Background: an optimization exercise with open tools, aiming at small area, a short achievable clock period and few clock cycles per item. Do not read the settings as production practice.
Function was checked by simulation only, so behaviour that the tests miss may differ from the original.
No activity file was given, so power comes from the tool's default toggle rates.

build 10:
==> flow/design.v <==
module comp_mult_top #(
parameter NO_MULT   = 4     ,  
parameter APB_BADDR = 0     ,  
parameter SYS_AW    = 16    ,  
parameter REG_DW    = 16       
)(
input                    clk         ,
input                    rst_n       ,
input      [ SYS_AW-1:0] apb_paddr   ,
input                    apb_psel    ,
input                    apb_penable ,
input                    apb_pwrite  ,
input      [REG_DW -1:0] apb_pwdata  ,
output                   apb_pready  ,
output reg [REG_DW -1:0] apb_prdata  ,
output reg               apb_pslverr ,
output reg               mem_ce      ,
output reg               mem_we      ,
output reg [SYS_AW -1:0] mem_addr    ,
output reg [     8 -1:0] mem_wr_data ,
input      [     8 -1:0] mem_rd_data
);
assign apb_pready = 1'b1;
wire        setup  = apb_psel & ~apb_penable;
wire [15:0] offs   = apb_paddr - APB_BADDR;
reg         wq, rq;                       
reg  [ 2:0] aq;                           
reg         okq;                          
always @(posedge clk or negedge rst_n)
if (~rst_n)                  begin wq <= 1'b0; rq <= 1'b0; end
else                         begin wq <= setup & apb_pwrite; rq <= setup & ~apb_pwrite; end
always @(posedge clk)        begin aq <= offs[2:0]; okq <= (offs[15:3] == 13'd0); end
wire a0 = okq & (aq == 3'd0);
wire a1 = okq & (aq == 3'd1);
wire a2 = okq & (aq == 3'd2);
wire a3 = okq & (aq == 3'd3);
wire a4 = okq & (aq == 3'd4);
wire a5 = okq & (aq == 3'd5);
wire a6 = okq & (aq == 3'd6);
wire wr_op1 = wq & a0;
wire wr_op2 = wq & a1;
wire wr_res = wq & a2;
wire wr_nop = wq & a3;
wire wr_cfg = wq & a4;
wire wr_sts = wq & a5;
wire rd_sts = rq & a5;
wire rd_st6 = rq & a6;
wire valid  = (wq & okq & (aq != 3'd6) & (aq != 3'd7)) | rd_sts | rd_st6;
reg  [15:0] pp1, pp2;
reg         sw;                           
reg  [15:0] no_op;
reg         cfg0, cfg1;                   
reg  [15:0] sts_stop;
reg  [ 4:0] jc;                           
reg         rv;                           
reg         cv;                           
reg         wv2;                          
reg  [15:0] cnt;                          
wire busy = rv | cv | wv2;
wire ph0 = ~jc[4] & ~jc[0];
wire ph1 =  jc[0] & ~jc[1];
wire ph2 =  jc[1] & ~jc[2];
wire ph3 =  jc[2] & ~jc[3];
wire ph4 =  jc[3] & ~jc[4];
wire ph5 =  jc[4] &  jc[0];
wire ph6 = ~jc[0] &  jc[1];
wire ph7 = ~jc[1] &  jc[2];
wire ph8 = ~jc[2] &  jc[3];
wire ph9 = ~jc[3] &  jc[4];
wire start_req = cfg0 & ~cfg1 & (no_op != 16'd0);
wire start_go  = start_req & ~busy;
wire finish    = busy & ph1 & ~rv & ~cv;
always @(posedge clk or negedge rst_n)
if (~rst_n)        apb_pslverr <= 1'b0;
else               apb_pslverr <= (wq | rq) & ~valid;
wire [15:0] addr_nx = mem_addr + {15'd0, mem_ce};    
wire t_a  = start_go | (rv & (ph1 | ph4 | ph6 | ph7));
wire t_b  = rv & ph3;
wire sel1 = sw ? t_b : t_a;
wire sel2 = sw ? t_a : t_b;
wire wr_p1 = sw ? wr_op2 : wr_op1;
wire wr_p2 = sw ? wr_op1 : wr_op2;
always @(posedge clk or negedge rst_n)
if (~rst_n)                  pp1 <= 16'd0;
else if (wr_p1)              pp1 <= apb_pwdata;
else if (sel1)               pp1 <= addr_nx;
always @(posedge clk or negedge rst_n)
if (~rst_n)                  pp2 <= 16'd0;
else if (wr_p2)              pp2 <= apb_pwdata;
else if (sel2)               pp2 <= addr_nx;
always @(posedge clk or negedge rst_n)
if (~rst_n)                  sw <= 1'b0;
else if (rv & ph9)           sw <= ~sw;                       
always @(posedge clk or negedge rst_n)
if (~rst_n)                  no_op <= 16'd0;
else if (wr_nop)             no_op <= apb_pwdata;
always @(posedge clk or negedge rst_n)
if (~rst_n)                  begin cfg0 <= 1'b0; cfg1 <= 1'b0; end
else if (start_req)          begin cfg0 <= 1'b0; cfg1 <= 1'b0; end
else if (wr_cfg)             begin cfg0 <= apb_pwdata[0]; cfg1 <= apb_pwdata[1]; end
always @(posedge clk or negedge rst_n)
if (~rst_n)                  sts_stop <= 16'd0;
else if (wr_sts)             sts_stop <= apb_pwdata;
else if (finish)             sts_stop <= 16'd1;
always @(posedge clk)
apb_prdata <= ({16{rd_sts}} & sts_stop) | {15'd0, rd_st6 & busy};
always @(posedge clk or negedge rst_n)
if (~rst_n)                  jc <= 5'b00000;
else if (start_go)           jc <= 5'b00011;                  
else                         jc <= {jc[3:0], ~jc[4]};
always @(posedge clk or negedge rst_n)
if (~rst_n)                  begin rv <= 1'b0; cv <= 1'b0; wv2 <= 1'b0; end
else if (start_go)           begin rv <= 1'b1; cv <= 1'b0; wv2 <= 1'b0; end
else if (finish)             wv2 <= 1'b0;
else if (ph9) begin
                             rv  <= rv & (cnt != no_op);
                             cv  <= rv;
                             wv2 <= cv;
end
always @(posedge clk)
if (start_go)                cnt <= 16'd1;
else if (ph9)                cnt <= cnt + 16'd1;
wire nx_rd = ph1 | ph2 | ph3 | ph6;                           
wire nx_wc = ph4 | ph5 | ph7 | ph8;                           
always @(posedge clk or negedge rst_n)
if (~rst_n)                  begin mem_ce <= 1'b0; mem_we <= 1'b0; end
else if (start_go)           begin mem_ce <= 1'b1; mem_we <= 1'b0; end
else begin
    mem_ce <= (nx_rd & rv) | (nx_wc & cv) | (ph9 & cv) | (ph0 & wv2);
    mem_we <= ~nx_rd;
end
always @(posedge clk or negedge rst_n)
if (~rst_n)                  mem_addr <= 16'd0;
else if (wr_res)             mem_addr <= apb_pwdata;
else if (sel1)               mem_addr <= pp1;
else if (sel2)               mem_addr <= pp2;
else                         mem_addr <= addr_nx;
reg  [7:0] x1, y1;            
reg  [7:0] qa, qb;            
reg        nx, ox, tx;        
reg        ny, oy, ty;        
reg        nxb, oxb, txb;     
reg        nyb, oyb, tyb;
reg  [8:0] ra, rb;            
wire step  = cv & (ph0 | ph1 | ph2 | ph3);    
function [10:0] row;          
    input [7:0] m;
    input       one, two, neg;
    row = (two ? {{2{m[7]}}, m, 1'b0} : (one ? {{3{m[7]}}, m} : 11'd0)) ^ {11{neg}};
endfunction
wire [10:0] ra1 = row(x1, ox, tx,  nx);
wire [10:0] ra2 = row(y1, oy, ty, ~ny);
wire [10:0] rb1 = row(x1, ~oyb, ~tyb, ~nyb);
wire [10:0] rb2 = row(y1, ~oxb, ~txb, ~nxb);
wire        first = ph0;      
wire [10:0] ae  = first ? 11'd0 : {{2{ra[8]}}, ra};
wire [10:0] be  = first ? 11'd0 : {{2{rb[8]}}, rb};
wire [10:0] sa1 = ae ^ ra1 ^ ra2;
wire [10:0] ca1 = {((ae & ra1) | (ae & ra2) | (ra1 & ra2)), nx};
wire [10:0] sb1 = be ^ rb1 ^ rb2;
wire [10:0] cb1 = {((be & rb1) | (be & rb2) | (rb1 & rb2)), ~nyb};
wire [10:0] suma = sa1 + ca1 + {10'd0, ~ny};
wire [10:0] sumb = sb1 + cb1 + {10'd0, ~nxb};
always @(posedge clk) begin
    if (ph3 & rv)            x1 <= mem_rd_data;
    if (ph4 & rv)            y1 <= mem_rd_data;
    if (ph5 & rv)            qa <= mem_rd_data;
    else if (step)           qa <= {suma[1:0], qa[7:2]};
    if (ph8 & rv)            qb <= mem_rd_data;
    else if (step)           qb <= {sumb[1:0], qb[7:2]};
    if (ph5 & rv) begin
                             nx  <=  mem_rd_data[1]; ox  <=  mem_rd_data[0]; tx  <=   mem_rd_data[1] & ~mem_rd_data[0];
                             nxb <= ~mem_rd_data[1]; oxb <= ~mem_rd_data[0]; txb <= ~(mem_rd_data[1] & ~mem_rd_data[0]);
    end else if (step) begin
                             nx  <=  qa[3]; ox  <=   qa[2] ^ qa[1];  tx  <=   (qa[3] & ~qa[2] & ~qa[1]) | (~qa[3] & qa[2] & qa[1]);
                             nxb <= ~qa[3]; oxb <= ~(qa[2] ^ qa[1]); txb <= ~((qa[3] & ~qa[2] & ~qa[1]) | (~qa[3] & qa[2] & qa[1]));
    end
    if (ph8 & rv) begin
                             ny  <=  mem_rd_data[1]; oy  <=  mem_rd_data[0]; ty  <=   mem_rd_data[1] & ~mem_rd_data[0];
                             nyb <= ~mem_rd_data[1]; oyb <= ~mem_rd_data[0]; tyb <= ~(mem_rd_data[1] & ~mem_rd_data[0]);
    end else if (step) begin
                             ny  <=  qb[3]; oy  <=   qb[2] ^ qb[1];  ty  <=   (qb[3] & ~qb[2] & ~qb[1]) | (~qb[3] & qb[2] & qb[1]);
                             nyb <= ~qb[3]; oyb <= ~(qb[2] ^ qb[1]); tyb <= ~((qb[3] & ~qb[2] & ~qb[1]) | (~qb[3] & qb[2] & qb[1]));
    end
    if (step)                begin ra <= suma[10:2]; rb <= sumb[10:2]; end
end
wire [7:0] xr_hi = ra[7:0];
wire [7:0] yr_hi = rb[7:0];
always @(posedge clk)
if (ph4)                     mem_wr_data <= qa;                                    
else if (ph5)                mem_wr_data <= xr_hi;                                 
else if (ph7)                mem_wr_data <= {6'd0, xr_hi[7], xr_hi[7]};            
else if (ph8)                mem_wr_data <= qb;                                    
else if (ph9)                mem_wr_data <= yr_hi;                                 
else                         mem_wr_data <= {6'd0, mem_wr_data[7], mem_wr_data[7]};  
endmodule  
==> flow/config.mk <==
export PLATFORM = sky130hd
export DESIGN_NAME = comp_mult_top
export DESIGN_NICKNAME = comp_mult_top
export VERILOG_FILES = /design/flow/design.v
export SDC_FILE = /design/flow/constraint.sdc
export NUM_CORES = 4
export LEC_CHECK = 0
export ABC_AREA = 1
export CAP_MARGIN = 20
export CORE_MARGIN = 2
export CORE_UTILIZATION = 50
export SLEW_MARGIN = 20
==> flow/constraint.sdc <==
create_clock -name core_clock -period 10.0 [get_ports {clk}]
set_input_delay 2.0000 -clock core_clock [delete_from_list [all_inputs] [get_ports {clk}]]
set_output_delay 2.0000 -clock core_clock [all_outputs]
set_load 0.01 [all_outputs]
standard.sh (not shown) runs the stock make flow with config.mk's settings and CLKGATE_MAP_FILE= SYNTH_SCRIPT=/design/flow/synth_recipe.tcl, a recipe that flattens the netlist after the stock synthesis.
==> flow/flow/run.sh <==
#!/bin/bash
# Standard layout, with the port buffers made of sky130_fd_sc_hd__buf_2 and a larger setup repair margin.
set -euo pipefail
export BUFFER_PORTS_ARGS="-buffer_cell sky130_fd_sc_hd__buf_2"
export SETUP_SLACK_MARGIN=6.95
bash standard.sh > standard_flow.log 2>&1
Build 10: flow completed, timing, DRC and antenna clean
Testbench counts of build 10, summed over its fixed seeds: cycles 14,058, items 1,337.
--- input diff build 10..build 9 ---
diff --git a/flow/flow/run.sh b/flow/flow/run.sh
--- a/flow/flow/run.sh
+++ b/flow/flow/run.sh
@@ -3,4 +3,4 @@
 set -euo pipefail
 export BUFFER_PORTS_ARGS="-buffer_cell sky130_fd_sc_hd__buf_2"
-export SETUP_SLACK_MARGIN=6.95
+export SETUP_SLACK_MARGIN=7.2
 bash standard.sh > standard_flow.log 2>&1
### Flow results
Re via count of the first global-routing pass: build 9 is 260 up on build 10.
Compared with build 10, build 9 instantiates a larger number of standard cells.
Setup slack in build 9 is larger than in build 10.
Post-cts repair resize count: build 9 vs build 10 up 17
Clock-cell share of area, build 9 and build 10: higher on build 10
Taking build 10 as the reference, in build 9 shortest clock period the worst path allows after layout dropped 0.0094 ns; final standard cell utilization of the core up 1.4 points; worst-skew pair later-pin latency has decreased.
On sequential share of layout area: build 9 sits below build 10.
Relative to build 9, the following input files were edited for build 88:
==> flow/flow/run.sh <==
#!/bin/bash
set -euo pipefail
export BUFFER_PORTS_ARGS="-buffer_cell sky130_fd_sc_hd__buf_2"
export SETUP_SLACK_MARGIN=6.95
bash standard.sh > standard_flow.log 2>&1
Findings:
- Looking at the reports, build 88 completed the entire flow and the layout it produced met the timing, design-rule and antenna checks.
- Measured against build 88, the non-clock buffer count of build 9 comes out at 1.14 times the reference value.
- Going from build 9 to build 88, final area shrank by a few percent.
- Comparing build 88 and build 9, the lower total of clock buffers placed in the layout was measured on build 88.
- Compared with build 9, in build 88 total power up about 2.6%, proportion of total power due to net switching rose 1.3 points.
- Diff build 9 -> build 88: via count now sits lower, die area now sits at about the same level, final critical-path setup slack now sits lower, relative area of clock buffers and inverters in the final design now sits higher.

static timing again, ports no longer ideal:
No port has a modelled driver above. Below, the same layouts with a new extraction and two added sets of constraints. Step 1: set_driving_cell puts a clkbuf_16 on clk and a buf_2 on each other input, an assumption about the parent block. Step 2 also shifts input and output timing later by t, the mid clock arrival at the registers, as if the neighbouring blocks saw the same clock. a / b / c = ideal / step 1 / step 2; a / b = the first two.
| run | t, ns | slack for setup (ns) | hold WS [ns] | worst register clock-pin slew, ns | cell pins on the clock port's net |
|---|---|---|---|---|---|
| build 10 | 0.497 | 6.926 / 6.925 / 6.926 | 0.485 / 0.485 / 0.485 | 0.09 / 0.09 | 1 |
| build 9 | 0.484 | 6.936 / 6.936 / 6.936 | 0.483 / 0.483 / 0.483 | 0.08 / 0.08 | 1 |
| build 88 | 0.497 | 6.926 / 6.925 / 6.926 | 0.485 / 0.485 / 0.485 | 0.09 / 0.09 | 1 |
After both steps setup and hold are still met in every run listed.
